This is an optimization exercise on Yosys and OpenROAD, whose aim is a short achievable clock period and few clock cycles, not a production implementation. Only simulation tests tie the RTL to the original design; equivalence was not proved. No activity file was given, so power comes from the tool's default toggle rates.

==> flow/design.v <==
module nr_mcu(clk, enable, code_addr, code_din, emif_addr, emif_wr_n, emif_rd_n, emif_din, emif_dout);
   input            clk;
   input            enable;
   output [15:0]    code_addr;
   input [39:0]     code_din;
   output [31:0]    emif_addr;
   reg [31:0]       emif_addr;
   output           emif_wr_n;
   reg              emif_wr_n;
   output           emif_rd_n;
   reg              emif_rd_n;
   output [31:0]    emif_din;
   reg [31:0]       emif_din;
   input [31:0]     emif_dout;
   localparam K_READ = 0, K_WRITE = 1, K_IREAD = 2, K_IWRITE = 3, K_SET = 4,
              K_ADD = 5, K_AND = 6, K_OR = 7, K_XOR = 8, K_SHL = 9, K_SHR = 10,
              K_SHL4 = 11, K_SHR4 = 12, K_DELAY = 13;
   localparam NK = 14;
   integer i;
   reg [15:0]       pc_f;
   reg              d_v;
   reg [15:0]       d_pc1;
   reg              sk_v;
   reg [39:0]       sk_w;
   reg [15:0]       sk_pc1;
   reg              halted;
   reg [15:0]       bk1, bk2, bk3, bk4;
   reg              push_p, pop_p;
   reg [15:0]       push_v;
   reg              r_v;
   reg [NK-1:0]     r_k;
   reg [31:0]       r_dat;
   reg              r_datz;
   reg [31:0]       r_sel;           
   reg              r_started;       
   reg              e_v;
   reg [NK-1:0]     e_k;
   reg              e_alu;           
   reg              e_nr0;           
   reg              e_simp;          
   reg              e_acw;           
   reg              e_rds;           
   reg [31:0]       e_dat;
   reg              e_datz;
   reg [31:0]       e_sel;
   reg [31:0]       e_opnd;
   reg [31:0]       R0;
   reg              r0p;              
   reg [31:0]       regs [0:31];
   reg              b_rd, b_wr;
   reg [3:0]        bc;
   reg              f_idle;           
   reg              f_free;           
   reg              f_rdd;            
   reg [31:0]       dly;
   reg              dly0, dly1;       
   assign code_addr = pc_f;
   wire        dv   = d_v | sk_v;
   wire [39:0] dw   = sk_v ? sk_w : code_din;
   wire [15:0] dpc1 = sk_v ? sk_pc1 : d_pc1;
   wire [7:0]  op_d = dw[39:32];
   wire d_jmp  = (op_d == 8'h11);
   wire d_jeq  = (op_d == 8'h12);
   wire d_jne  = (op_d == 8'h13);
   wire d_call = (op_d == 8'h51);
   wire d_ret  = (op_d == 8'h52);
   wire d_jcc  = d_jeq | d_jne;
   wire [NK-1:0] d_k;
   assign d_k[K_READ]   = (op_d == 8'h01);
   assign d_k[K_WRITE]  = (op_d == 8'h02);
   assign d_k[K_IREAD]  = (op_d == 8'h21);
   assign d_k[K_IWRITE] = (op_d == 8'h22);
   assign d_k[K_SET]    = (op_d == 8'h23);
   assign d_k[K_ADD]    = (op_d == 8'h31);
   assign d_k[K_AND]    = (op_d == 8'h32);
   assign d_k[K_OR]     = (op_d == 8'h33);
   assign d_k[K_XOR]    = (op_d == 8'h34);
   assign d_k[K_SHL]    = (op_d == 8'h35);
   assign d_k[K_SHR]    = (op_d == 8'h36);
   assign d_k[K_SHL4]   = (op_d == 8'h37);
   assign d_k[K_SHR4]   = (op_d == 8'h38);
   assign d_k[K_DELAY]  = (op_d == 8'h41);
   wire d_data = |d_k;
   wire d_ctl  = d_jmp | d_jcc | d_call | d_ret;
   wire r_alu   = r_k[K_ADD] | r_k[K_AND] | r_k[K_OR] | r_k[K_XOR] |
                  r_k[K_SHL] | r_k[K_SHR] | r_k[K_SHL4] | r_k[K_SHR4];
   wire r_acc   = r_k[K_READ] | r_k[K_WRITE];
   wire r_wr0   = r_k[K_READ] | r_k[K_IREAD] | r_k[K_SET] | r_alu;
   wire e_start = e_acw & f_free & dly1 & ~(e_k[K_WRITE] & r0p);
   wire e_dlygo = e_k[K_DELAY] & f_idle & dly0;
   wire e_go    = e_start | e_rds | e_dlygo | (e_simp & ~(e_nr0 & r0p));
   wire e_free  = ~e_v | e_go;
   wire r_free  = ~r_v | e_free;
   wire e_kill  = e_k[K_SET] | e_k[K_IREAD];
   wire e_rdfin = e_rds | (e_start & e_k[K_READ]);
   wire e_wait  = e_acw | e_k[K_DELAY];
   wire r_start = r_k[K_READ] & ~r_started & f_free & dly1 & ~e_wait;
   wire r_wait  = (r_acc & ~r_started) | r_k[K_DELAY];
   wire d_start_ok = f_free & dly1 & ~r_wait & ~e_wait & ~halted;
   wire [31:0] a_x = R0 ^ e_opnd;
   wire [31:0] a_o = R0 | e_opnd;
   wire addz    = ~a_x[0] & (a_x[31:1] == a_o[30:0]);    
   wire opz     = (e_opnd == 32'd0);
   wire R0z     = (R0 == 32'd0);
   wire e_any0  = e_k[K_SET] | e_k[K_IREAD] | e_alu | e_k[K_READ];
   wire zres    = r_wr0 ? r_k[K_SET] :
                  e_any0 ? (e_k[K_SET] | e_k[K_IREAD] | (e_k[K_ADD] & ~r0p)) :
                  ~r0p;
   wire use_add = ~r_wr0 & e_k[K_ADD];
   wire z_fast  = r_wr0 ? r_datz :
                  e_k[K_SET] ? e_datz :
                  e_k[K_IREAD] ? opz : R0z;
   wire zval    = use_add ? addz : z_fast;
   wire d_halt  = dv & ~d_data & ~d_ctl;
   wire halt_c  = halted | d_halt;
   wire d_stall = dv & ((d_data & ~r_free) | (d_jcc & ~zres));
   wire d_tor   = dv & d_data & r_free;       
   wire d_start = d_tor & d_k[K_READ] & d_start_ok;
   wire t_unc   = dv & (d_jmp | d_call | d_ret);
   wire t_ok    = dv & zres;
   wire take1   = ~halt_c & (t_unc | (t_ok & d_jeq));   
   wire take0   = ~halt_c & (t_unc | (t_ok & d_jne));   
   wire [15:0] pc_f1  = pc_f + 16'd1;
   wire [15:0] tgt    = d_ret ? bk1 : dw[15:0];
   wire [15:0] pc_o   = (halt_c | d_stall) ? pc_f : pc_f1;
   wire [15:0] pc_n1  = take1 ? tgt : pc_o;
   wire [15:0] pc_n0  = take0 ? tgt : pc_o;
   wire        dv_o   = ~halt_c & ~d_stall;
   wire        dv_n1  = dv_o & ~take1;
   wire        dv_n0  = dv_o & ~take0;
   always @(posedge clk) begin
      d_pc1 <= pc_f1;
      if (~enable) begin
         pc_f <= 16'd0;
         d_v <= 1'b0;
         sk_v <= 1'b0;
         halted <= 1'b0;
      end else begin
         pc_f <= zval ? pc_n1 : pc_n0;
         d_v <= zval ? dv_n1 : dv_n0;
         sk_v <= ~halt_c & d_stall;
         halted <= halt_c;
      end
      if (~sk_v) begin
         sk_w <= code_din;
         sk_pc1 <= d_pc1;
      end
   end
   always @(posedge clk) begin
      push_p <= enable & ~halted & dv & d_call;
      pop_p  <= enable & ~halted & dv & d_ret;
      push_v <= dpc1;
      if (push_p) begin
         bk1 <= push_v;
         bk2 <= bk1;
         bk3 <= bk2;
         bk4 <= bk3;
      end else if (pop_p) begin
         bk1 <= bk2;
         bk2 <= bk3;
         bk3 <= bk4;
      end
   end
   wire d_go_r = d_tor & ~halted;
   always @(posedge clk) begin
      if (~enable) begin
         r_v <= 1'b0;
         r_k <= {NK{1'b0}};
         r_started <= 1'b0;
      end else if (r_free) begin
         r_v <= d_go_r;
         r_k <= d_go_r ? d_k : {NK{1'b0}};
         r_started <= d_start;
      end else if (r_start)
         r_started <= 1'b1;
      if (r_free) begin
         r_dat <= dw[31:0];
         r_datz <= (dw[31:0] == 32'd0);
         for (i = 0; i < 32; i = i + 1)
            r_sel[i] <= (dw[4:0] == i);
      end
   end
   reg [31:0] r_rd;
   always @(*) begin
      r_rd = 32'd0;
      for (i = 0; i < 32; i = i + 1)
         r_rd = r_rd | ({32{r_sel[i]}} & regs[i]);
   end
   reg         wb_v;
   reg [4:0]   wb_idx;
   reg [31:0]  wb_sel;
   reg [31:0]  wb_dat;
   wire r_fwd  = e_k[K_IWRITE] & (e_dat[4:0] == r_dat[4:0]);
   wire r_fwdw = wb_v & (wb_idx == r_dat[4:0]);
   wire [31:0] r_opnd = r_fwd ? R0 : r_fwdw ? wb_dat : r_rd;
   wire r_st = r_started | r_start;
   always @(posedge clk) begin
      if (~enable) begin
         e_v <= 1'b0;
         e_k <= {NK{1'b0}};
         e_alu <= 1'b0;
         e_nr0 <= 1'b0;
         e_simp <= 1'b0;
         e_acw <= 1'b0;
         e_rds <= 1'b0;
      end else if (e_free) begin
         e_v <= r_v;
         e_k <= r_k;
         e_alu <= r_alu;
         e_nr0 <= r_alu | r_k[K_WRITE] | r_k[K_IWRITE];
         e_simp <= r_v & ~r_acc & ~r_k[K_DELAY];
         e_acw <= r_acc & ~(r_k[K_READ] & r_st);
         e_rds <= r_k[K_READ] & r_st;
      end
      if (e_free) begin
         e_dat <= r_dat;
         e_datz <= r_datz;
         e_sel <= r_sel;
         e_opnd <= r_opnd;
      end
   end
   wire e_w = e_kill | (e_alu & ~r0p);
   reg [31:0] e_res, e_oth;
   always @(*) begin
      e_oth = ({32{e_k[K_SET]}}   & e_dat) |
              ({32{e_k[K_IREAD]}} & e_opnd) |
              ({32{e_k[K_AND]}}   & (R0 & e_opnd)) |
              ({32{e_k[K_OR]}}    & (R0 | e_opnd)) |
              ({32{e_k[K_XOR]}}   & (R0 ^ e_opnd)) |
              ({32{e_k[K_SHL]}}   & {R0[30:0], 1'b0}) |
              ({32{e_k[K_SHR]}}   & {1'b0, R0[31:1]}) |
              ({32{e_k[K_SHL4]}}  & {R0[27:0], 4'b0000}) |
              ({32{e_k[K_SHR4]}}  & {4'b0000, R0[31:4]});
      e_res = e_k[K_ADD] ? (R0 + e_opnd) : e_oth;
   end
   always @(posedge clk) begin
      if (~enable)
         r0p <= 1'b0;
      else if (e_rdfin)
         r0p <= 1'b1;
      else if (f_rdd | e_kill)
         r0p <= 1'b0;
      if (e_w)
         R0 <= e_res;
      else if (r0p & f_rdd)
         R0 <= emif_dout;
   end
   always @(posedge clk) begin
      wb_v <= e_k[K_IWRITE] & ~r0p;
      wb_idx <= e_dat[4:0];
      wb_sel <= e_sel;
      wb_dat <= R0;
      for (i = 0; i < 32; i = i + 1)
         if (wb_v & wb_sel[i])
            regs[i] <= wb_dat;
   end
   always @(posedge clk) begin
      if (~enable) begin
         dly <= 32'd0;
         dly0 <= 1'b1;
         dly1 <= 1'b1;
      end else if (e_dlygo) begin
         dly <= e_dat;
         dly0 <= e_datz;
         dly1 <= (e_dat[31:1] == 31'd0);
      end else if (~dly0) begin
         dly <= dly - 32'd1;
         dly0 <= dly1;
         dly1 <= (dly[31:2] == 30'd0) & ~(dly[1] & dly[0]);    
      end
   end
   wire b_start = e_start | r_start | d_start;
   always @(posedge clk) begin
      if (~enable) begin
         b_rd <= 1'b0;
         b_wr <= 1'b0;
         emif_rd_n <= 1'b1;
         emif_wr_n <= 1'b1;
         f_idle <= 1'b1;
         f_free <= 1'b1;
         f_rdd <= 1'b0;
      end else if (b_start) begin
         b_rd <= ~(e_start & e_k[K_WRITE]);
         b_wr <= e_start & e_k[K_WRITE];
         bc <= 4'd0;
         emif_rd_n <= 1'b1;
         emif_wr_n <= 1'b1;
         f_idle <= 1'b0;
         f_free <= 1'b0;
         f_rdd <= 1'b0;
      end else if (b_rd) begin
         bc <= bc + 4'd1;
         emif_rd_n <= ~(bc <= 4'd7);
         if (bc == 4'd9)
            b_rd <= 1'b0;
         f_idle <= (bc == 4'd9);
         f_free <= (bc >= 4'd8);
         f_rdd <= (bc == 4'd7);
      end else if (b_wr) begin
         bc <= bc + 4'd1;
         emif_wr_n <= ~(bc == 4'd3);
         if (bc == 4'd5)
            b_wr <= 1'b0;
         f_idle <= (bc == 4'd5);
         f_free <= (bc >= 4'd4);
         f_rdd <= 1'b0;
      end else begin
         f_idle <= 1'b1;
         f_free <= 1'b1;
         f_rdd <= 1'b0;
      end
   end
   reg [31:0]  w_h;
   wire        w_start = e_start & e_k[K_WRITE];
   wire [31:0] w_n = w_start ? R0 : w_h;
   wire        wwin_n = enable & (w_start | (b_wr & (bc != 4'd5) & ~b_start));
   always @(posedge clk) begin
      w_h <= w_n;
      emif_din <= wwin_n ? w_n : 32'd0;
   end
   reg [31:0]  a_h;
   wire [31:0] a_n = ~b_start ? a_h : e_start ? e_dat : r_start ? r_dat : dw[31:0];
   wire        awin_n = enable & (b_start | (b_rd & (bc != 4'd9)) | (b_wr & (bc != 4'd5)));
   always @(posedge clk) begin
      a_h <= a_n;
      emif_addr <= awin_n ? a_n : 32'd0;
   end
endmodule
Settings: LEC_CHECK=0, ABC_CLOCK_PERIOD_IN_PS=1500, CAP_MARGIN=20, CORE_MARGIN=2, CORE_UTILIZATION=35, SETUP_SLACK_MARGIN=4.4, SLEW_MARGIN=20; clock period 7.0 ns.
run.sh (not shown) runs the stock make flow with config.mk's settings and CLKGATE_MAP_FILE= SYNTH_SCRIPT=/design/flow/synth_recipe.tcl, a recipe that flattens the netlist after the stock synthesis.
Testbench counts at the start, summed over its fixed seeds: cycles 59,949.
Edit:
--- a/flow/design.v
+++ b/flow/design.v
@@ -41,12 +41,14 @@
    reg              e_acw;           
    reg              e_rds;           
    reg [31:0]       e_dat;
    reg              e_datz;
    reg [31:0]       e_sel;
-   reg [31:0]       e_opnd;
+   reg [31:0]       e_opnd;          
+   reg [31:0]       e_opc;           
    reg [31:0]       R0;
+   reg [31:0]       R0c;              
    reg              r0p;              
    reg [31:0]       regs [0:31];
    reg              b_rd, b_wr;
    reg [3:0]        bc;
    reg              f_idle;           
@@ -98,12 +100,12 @@
    wire r_wait  = (r_acc & ~r_started) | r_k[K_DELAY];
    wire d_start_ok = f_free & dly1 & ~r_wait & ~e_wait & ~halted;
    wire [31:0] a_x = R0 ^ e_opnd;
    wire [31:0] a_o = R0 | e_opnd;
    wire addz    = ~a_x[0] & (a_x[31:1] == a_o[30:0]);    
-   wire opz     = (e_opnd == 32'd0);
-   wire R0z     = (R0 == 32'd0);
+   wire opz     = (e_opc == 32'd0);
+   wire R0z     = (R0c == 32'd0);
    wire e_any0  = e_k[K_SET] | e_k[K_IREAD] | e_alu | e_k[K_READ];
    wire zres    = r_wr0 ? r_k[K_SET] :
                   e_any0 ? (e_k[K_SET] | e_k[K_IREAD] | (e_k[K_ADD] & ~r0p)) :
                   ~r0p;
    wire use_add = ~r_wr0 & e_k[K_ADD];
@@ -190,11 +192,11 @@
    reg [4:0]   wb_idx;
    reg [31:0]  wb_sel;
    reg [31:0]  wb_dat;
    wire r_fwd  = e_k[K_IWRITE] & (e_dat[4:0] == r_dat[4:0]);
    wire r_fwdw = wb_v & (wb_idx == r_dat[4:0]);
-   wire [31:0] r_opnd = r_fwd ? R0 : r_fwdw ? wb_dat : r_rd;
+   wire [31:0] r_opnd = r_fwd ? R0c : r_fwdw ? wb_dat : r_rd;
    wire r_st = r_started | r_start;
    always @(posedge clk) begin
       if (~enable) begin
          e_v <= 1'b0;
          e_k <= {NK{1'b0}};
@@ -214,25 +216,28 @@
       end
       if (e_free) begin
          e_dat <= r_dat;
          e_datz <= r_datz;
          e_sel <= r_sel;
-         e_opnd <= r_opnd;
       end
+      if (enable & e_free)
+         e_opc <= r_opnd;
    end
+   always @(posedge clk)
+      e_opnd <= e_free ? r_opnd : e_opc;
    wire e_w = e_kill | (e_alu & ~r0p);
    reg [31:0] e_res, e_oth;
    always @(*) begin
       e_oth = ({32{e_k[K_SET]}}   & e_dat) |
-              ({32{e_k[K_IREAD]}} & e_opnd) |
-              ({32{e_k[K_AND]}}   & (R0 & e_opnd)) |
-              ({32{e_k[K_OR]}}    & (R0 | e_opnd)) |
-              ({32{e_k[K_XOR]}}   & (R0 ^ e_opnd)) |
-              ({32{e_k[K_SHL]}}   & {R0[30:0], 1'b0}) |
-              ({32{e_k[K_SHR]}}   & {1'b0, R0[31:1]}) |
-              ({32{e_k[K_SHL4]}}  & {R0[27:0], 4'b0000}) |
-              ({32{e_k[K_SHR4]}}  & {4'b0000, R0[31:4]});
+              ({32{e_k[K_IREAD]}} & e_opc) |
+              ({32{e_k[K_AND]}}   & (R0c & e_opc)) |
+              ({32{e_k[K_OR]}}    & (R0c | e_opc)) |
+              ({32{e_k[K_XOR]}}   & (R0c ^ e_opc)) |
+              ({32{e_k[K_SHL]}}   & {R0c[30:0], 1'b0}) |
+              ({32{e_k[K_SHR]}}   & {1'b0, R0c[31:1]}) |
+              ({32{e_k[K_SHL4]}}  & {R0c[27:0], 4'b0000}) |
+              ({32{e_k[K_SHR4]}}  & {4'b0000, R0c[31:4]});
       e_res = e_k[K_ADD] ? (R0 + e_opnd) : e_oth;
    end
    always @(posedge clk) begin
       if (~enable)
          r0p <= 1'b0;
@@ -242,16 +247,22 @@
          r0p <= 1'b0;
       if (e_w)
          R0 <= e_res;
       else if (r0p & f_rdd)
          R0 <= emif_dout;
+      else
+         R0 <= R0c;
+      if (enable & e_w)
+         R0c <= e_res;
+      else if (enable & r0p & f_rdd)
+         R0c <= emif_dout;
    end
    always @(posedge clk) begin
       wb_v <= e_k[K_IWRITE] & ~r0p;
       wb_idx <= e_dat[4:0];
       wb_sel <= e_sel;
-      wb_dat <= R0;
+      wb_dat <= R0c;
       for (i = 0; i < 32; i = i + 1)
          if (wb_v & wb_sel[i])
             regs[i] <= wb_dat;
    end
    always @(posedge clk) begin
@@ -278,10 +289,13 @@
          emif_wr_n <= 1'b1;
          f_idle <= 1'b1;
          f_free <= 1'b1;
          f_rdd <= 1'b0;
       end else if (b_start) begin
+         emif_addr <= e_start ? e_dat : r_start ? r_dat : dw[31:0];
+         if (e_start & e_k[K_WRITE])
+            emif_din <= R0c;
          b_rd <= ~(e_start & e_k[K_WRITE]);
          b_wr <= e_start & e_k[K_WRITE];
          bc <= 4'd0;
          emif_rd_n <= 1'b1;
          emif_wr_n <= 1'b1;
@@ -308,21 +322,6 @@
          f_idle <= 1'b1;
          f_free <= 1'b1;
          f_rdd <= 1'b0;
       end
    end
-   reg [31:0]  w_h;
-   wire        w_start = e_start & e_k[K_WRITE];
-   wire [31:0] w_n = w_start ? R0 : w_h;
-   wire        wwin_n = enable & (w_start | (b_wr & (bc != 4'd5) & ~b_start));
-   always @(posedge clk) begin
-      w_h <= w_n;
-      emif_din <= wwin_n ? w_n : 32'd0;
-   end
-   reg [31:0]  a_h;
-   wire [31:0] a_n = ~b_start ? a_h : e_start ? e_dat : r_start ? r_dat : dw[31:0];
-   wire        awin_n = enable & (b_start | (b_rd & (bc != 4'd9)) | (b_wr & (bc != 4'd5)));
-   always @(posedge clk) begin
-      a_h <= a_n;
-      emif_addr <= awin_n ? a_n : 32'd0;
-   end
 endmodule
After rerunning: Clock skew came out lower by 0.021 ns. Worst setup slack gets worse by 0.029 ns. Total power came out higher by 0.68%. Count of clock-buffer cells in the layout came out higher by 18. Wire length came out higher by 2.1%.
Testbench counts after the change, summed over its fixed seeds: cycles 59,949.

## separate check: timing with driven ports
Ports are ideal in the flow. The routed layouts listed here were re-timed in OpenROAD. Step 1 (the two cells are an assumption about what drives the block):
set clk [get_ports {clk}]
set_driving_cell -lib_cell sky130_fd_sc_hd__clkbuf_16 $clk
set_driving_cell -lib_cell sky130_fd_sc_hd__buf_2 [delete_from_list [all_inputs] $clk]
Step 2 also shifts input and output timing later by t, the mid clock arrival at the registers, as if the neighbouring blocks saw the same clock. a / b / c = ideal ports / drivers / drivers and shift; a / b = the first two.
run	t, ns	setup WS [ns]	worst setup path after step 2
the first run	0.877	3.917 / 3.964 / 3.087	input to register
the second run	0.875	3.888 / 3.888 / 3.048	input to register
After both steps setup and hold are still met in every run listed. For the second run, which loses most, drivers alone change the setup slack by 0.000 ns; drivers and shift together by -0.840 ns.
